This is an optimization exercise on Yosys and OpenROAD, whose aim is small area and a short achievable clock period, not a production implementation. At most, simulation tests tie the RTL to the original design; equivalence was not proved. The clock input has no modelled driver; a real chip could not lean on it and would need a root buffer or a full tree.

// uart_circle_area
module uart_circle_area (
  input         clock,
  input         reset,
  input         rx_i,
  output [7:0]  rx_data,
  output [31:0] area_o,
  output reg    rx_data_valid,
  output reg    rx_error
);
  localparam IDLE = 4'b0000, CHECK_STOP = 4'b0001, ERROR = 4'b0010;
  reg [3:0]  state;
  reg [7:0]  shift;
  reg [17:0] acc;
  wire       in_data = state[3];
  wire [2:0] cnt     = state[2:0];
  wire       in_cs   = (state == CHECK_STOP);
  wire       in_idle = (state == IDLE);
  always @(posedge clock) begin
    if (reset) begin
      state <= IDLE;
      shift <= 8'd0;
      rx_data_valid <= 1'b0;
      rx_error <= 1'b0;
    end else begin
      rx_error <= (state == ERROR);
      rx_data_valid <= in_cs ? rx_i : (in_idle & rx_data_valid);
      if (in_data) begin
        shift <= {rx_i, shift[7:1]};
        state <= (cnt == 3'd7) ? CHECK_STOP : state + 4'd1;
      end else if (in_cs) begin
        state <= rx_i ? IDLE : ERROR;
      end else if (in_idle) begin
        if (!rx_i) state <= 4'b1000;
      end else begin
        if (rx_i) state <= IDLE;
      end
    end
  end
  wire [7:0] mask = {cnt != 3'd0, cnt > 3'd1, cnt > 3'd2, cnt > 3'd3,
                     cnt > 3'd4, cnt > 3'd5, cnt > 3'd6, 1'b0};
  wire [7:0] sp   = shift & mask;
  wire [6:0] ahi  = (cnt == 3'd0) ? 7'd0 : acc[17:11];
  wire [8:0] sum;
  wire [8:2] sc;
  assign sum[0] = ahi[0];
  ...
Size in the first run: about 380 cells after synthesis, roughly 32 flip-flops, ~45 I/O pins, ~0.0035 mm^2 of cells after synthesis.
==> flow/config.mk <==
export PLATFORM = sky130hd
export DESIGN_NAME = uart_circle_area
export DESIGN_NICKNAME = uart_circle_area
export VERILOG_FILES = /design/flow/design.v
export SDC_FILE = /design/flow/constraint.sdc
export NUM_CORES = 4
export LEC_CHECK = 0
export ABC_AREA = 1
export CAP_MARGIN = 20
export CORE_MARGIN = 2
export CORE_UTILIZATION = 40
export SLEW_MARGIN = 20
export SYNTH_HIERARCHICAL = 1
==> flow/constraint.sdc <==
create_clock -name core_clock -period 24.0 [get_ports {clock}]
set_input_delay 4.8000 -clock core_clock [delete_from_list [all_inputs] [get_ports {clock}]]
set_output_delay 4.8000 -clock core_clock [all_outputs]
set_load 0.01 [all_outputs]
standard.sh (not shown) runs the stock make flow with config.mk's settings and CLKGATE_MAP_FILE= SYNTH_SCRIPT=/design/flow/synth_recipe.tcl, a recipe that flattens the netlist after the stock synthesis.
==> flow/flow/run.sh <==
#!/bin/bash
# The standard layout (the standard.sh: unchanged synthesis and steps) with
# these differences:
# - the port buffers that global placement puts on every input and output are
#   sky130_fd_sc_hd__buf_1 instead of the resizer's pick;
# - the tie-low cell that synthesis makes is not split into one cell per load
#   (SKIP_REPAIR_TIE_FANOUT), so the constant outputs share it;
# - after CTS, nbuf.tcl replaces the clock tree by 3 clkbuf_8 buffers, each fed
#   by the clock port and driving one placement cluster of the 34 flip-flops;
#   then the standard steps go on from global routing. The buffers are alike
#   and so are their loads, so all flip-flops see about the same clock arrival.
cp standard.sh standard.sh.txt
export BUFFER_PORTS_ARGS="-buffer_cell sky130_fd_sc_hd__buf_1"
export CTS_ARGS="-sink_clustering_enable -repair_clock_nets -buf_list sky130_fd_sc_hd__clkbuf_8 -root_buf sky130_fd_sc_hd__clkbuf_8 -dont_use_dummy_load"
export SKIP_REPAIR_TIE_FANOUT=1
bash standard.sh cts > standard_cts.log 2>&1
RES_DIR=orfs/results/sky130hd/uart_circle_area/base CLK_NET=clock NBUF=3 CLKBUF=sky130_fd_sc_hd__clkbuf_8 \
  openroad -no_init -exit flow/nbuf.tcl > nbuf.log 2>&1
bash standard.sh > standard.log 2>&1
Other scripts of this flow, unchanged in this note and not shown: flow/flow/nbuf.tcl
The baseline produced a clean layout.
Rerun with:
--- a/flow/design.v
+++ b/flow/design.v
@@ -8,25 +8,29 @@
   output reg    rx_error
 );
   localparam IDLE = 4'b0000, CHECK_STOP = 4'b0001, ERROR = 4'b0010;
   reg [3:0]  state;
   reg [7:0]  shift;
   reg [17:0] acc;
+  reg [1:0]  vgn;
   wire       in_data = state[3];
   wire [2:0] cnt     = state[2:0];
   wire       in_cs   = (state == CHECK_STOP);
   wire       in_idle = (state == IDLE);
   always @(posedge clock) begin
     if (reset) begin
       state <= IDLE;
       shift <= 8'd0;
       rx_data_valid <= 1'b0;
+      vgn <= 2'b11;
       rx_error <= 1'b0;
     end else begin
       rx_error <= (state == ERROR);
       rx_data_valid <= in_cs ? rx_i : (in_idle & rx_data_valid);
+      vgn[0] <= in_cs ? ~rx_i : (~in_idle | vgn[0]);
+      vgn[1] <= in_cs ? ~rx_i : (~in_idle | vgn[1]);
       if (in_data) begin
         shift <= {rx_i, shift[7:1]};
         state <= (cnt == 3'd7) ? CHECK_STOP : state + 4'd1;
       end else if (in_cs) begin
         state <= rx_i ? IDLE : ERROR;
       end else if (in_idle) begin
@@ -150,25 +154,25 @@
   wire s93, c94;
   kmul_fa u_s93 (.a(~s[13]), .b(s[11]), .ci(c50), .s(s93), .co(c94));
   wire s95 = s[14] ^ s[12];
   wire c96 = ~s[14] & s[12];
   wire s97 = s[15] ^ s[13];
   wire c98 = ~s[15] & s[13];
-  wire p99 = ~s53 | c52;
+  wire p99 = s53 ^ c52;
   wire g100 = ~s53 & c52;
-  wire p101 = s55 | c54;
+  wire p101 = s55 ^ c54;
   wire g102 = s55 & c54;
-  wire p103 = s57 | c56;
+  wire p103 = s57 ^ c56;
   wire g104 = s57 & c56;
-  wire p105 = s59 | c58;
+  wire p105 = s59 ^ c58;
   wire g106 = s59 & c58;
-  wire p107 = s61 | c60;
+  wire p107 = s61 ^ c60;
   wire g108 = s61 & c60;
-  wire p109 = s63 | c62;
+  wire p109 = s63 ^ c62;
   wire g110 = s63 & c62;
-  wire p111 = s65 | c64;
+  wire p111 = s65 ^ c64;
   wire g112 = s65 & c64;
   wire p113 = s67 ^ c66;
   wire g114 = s67 & c66;
   wire p115 = s69 ^ c68;
   wire g116 = s69 & c68;
   wire p117 = s71 ^ c70;
@@ -202,13 +206,13 @@
   wire p145 = s[14] ^ c98;
   wire g146 = ~s[14] & c98;
   wire p147 = s[15] ^ s[14];
   wire g148 = ~s[15] & s[14];
   wire G149 = ~s[10] & ~s[9];
   wire G150 = s51 | (~s51 & G149);
-  wire G151 = g100 | (p99 & G150);
+  wire G151 = g100 | (~p99 & G150);
   wire G152 = g102 | (p101 & G151);
   wire G153 = g104 | (p103 & G152);
   wire G154 = g106 | (p105 & G153);
   wire G155 = g108 | (p107 & G154);
   wire G156 = g110 | (p109 & G155);
   wire G157 = g112 | (p111 & G156);
@@ -275,12 +279,12 @@
   wire [8:0]  hi0  = in_data ? {2'b00, ahi} : keep[17:9];
   wire [8:0]  lo   = in_data ? acc[10:2] : keep[8:0];
   wire        take = in_data & rx_i;
   always @(posedge clock)
     acc <= {take ? sum : hi0, lo};
   assign rx_data = shift;
-  assign area_o  = {14'd0, ~(acc | {18{~rx_data_valid}})};
+  assign area_o  = {14'd0, ~(acc | {{6{~rx_data_valid}}, {6{vgn[1]}}, {6{vgn[0]}}})};
 endmodule
 module kmul_fa(input a, input b, input ci, output s, output co);
   assign s  = a ^ b ^ ci;
   assign co = (a & b) | (a & ci) | (b & ci);
 endmodule
What happened: Final cell count rose by 0.80%; global-route usage fell by 0.33 points; routed wire length rose by 0.78%; worst setup slack gains 0.19 ns; via count fell by 0.32%.
No functional check of the RTL was part of the first run of this note.

[port drivers added, routing unchanged]
In the flow no input, the clock included, has a driving cell. The finished layouts below were timed again as built, in two steps. Step 1, drivers: a clkbuf_16 drives clock and a buf_2 each remaining input, both assumed. Step 2, shift: input delay + t, output delay - t, t = (earliest + latest rising clock arrival at the registers) / 2. This alone moves slack from input paths to output paths. a / b / c = ideal / step 1 / step 2; a / b = the first two.
| run | t (ns) | setup slack, ns | worst slew at a driven data input, ns |
|---|---|---|---|
| the first run | 0.189 | 17.922 / 17.870 / 18.059 | 0.03 |
| the second run | 0.193 | 18.110 / 18.057 / 18.119 | 0.03 |
After both steps setup and hold are still met in every run listed.
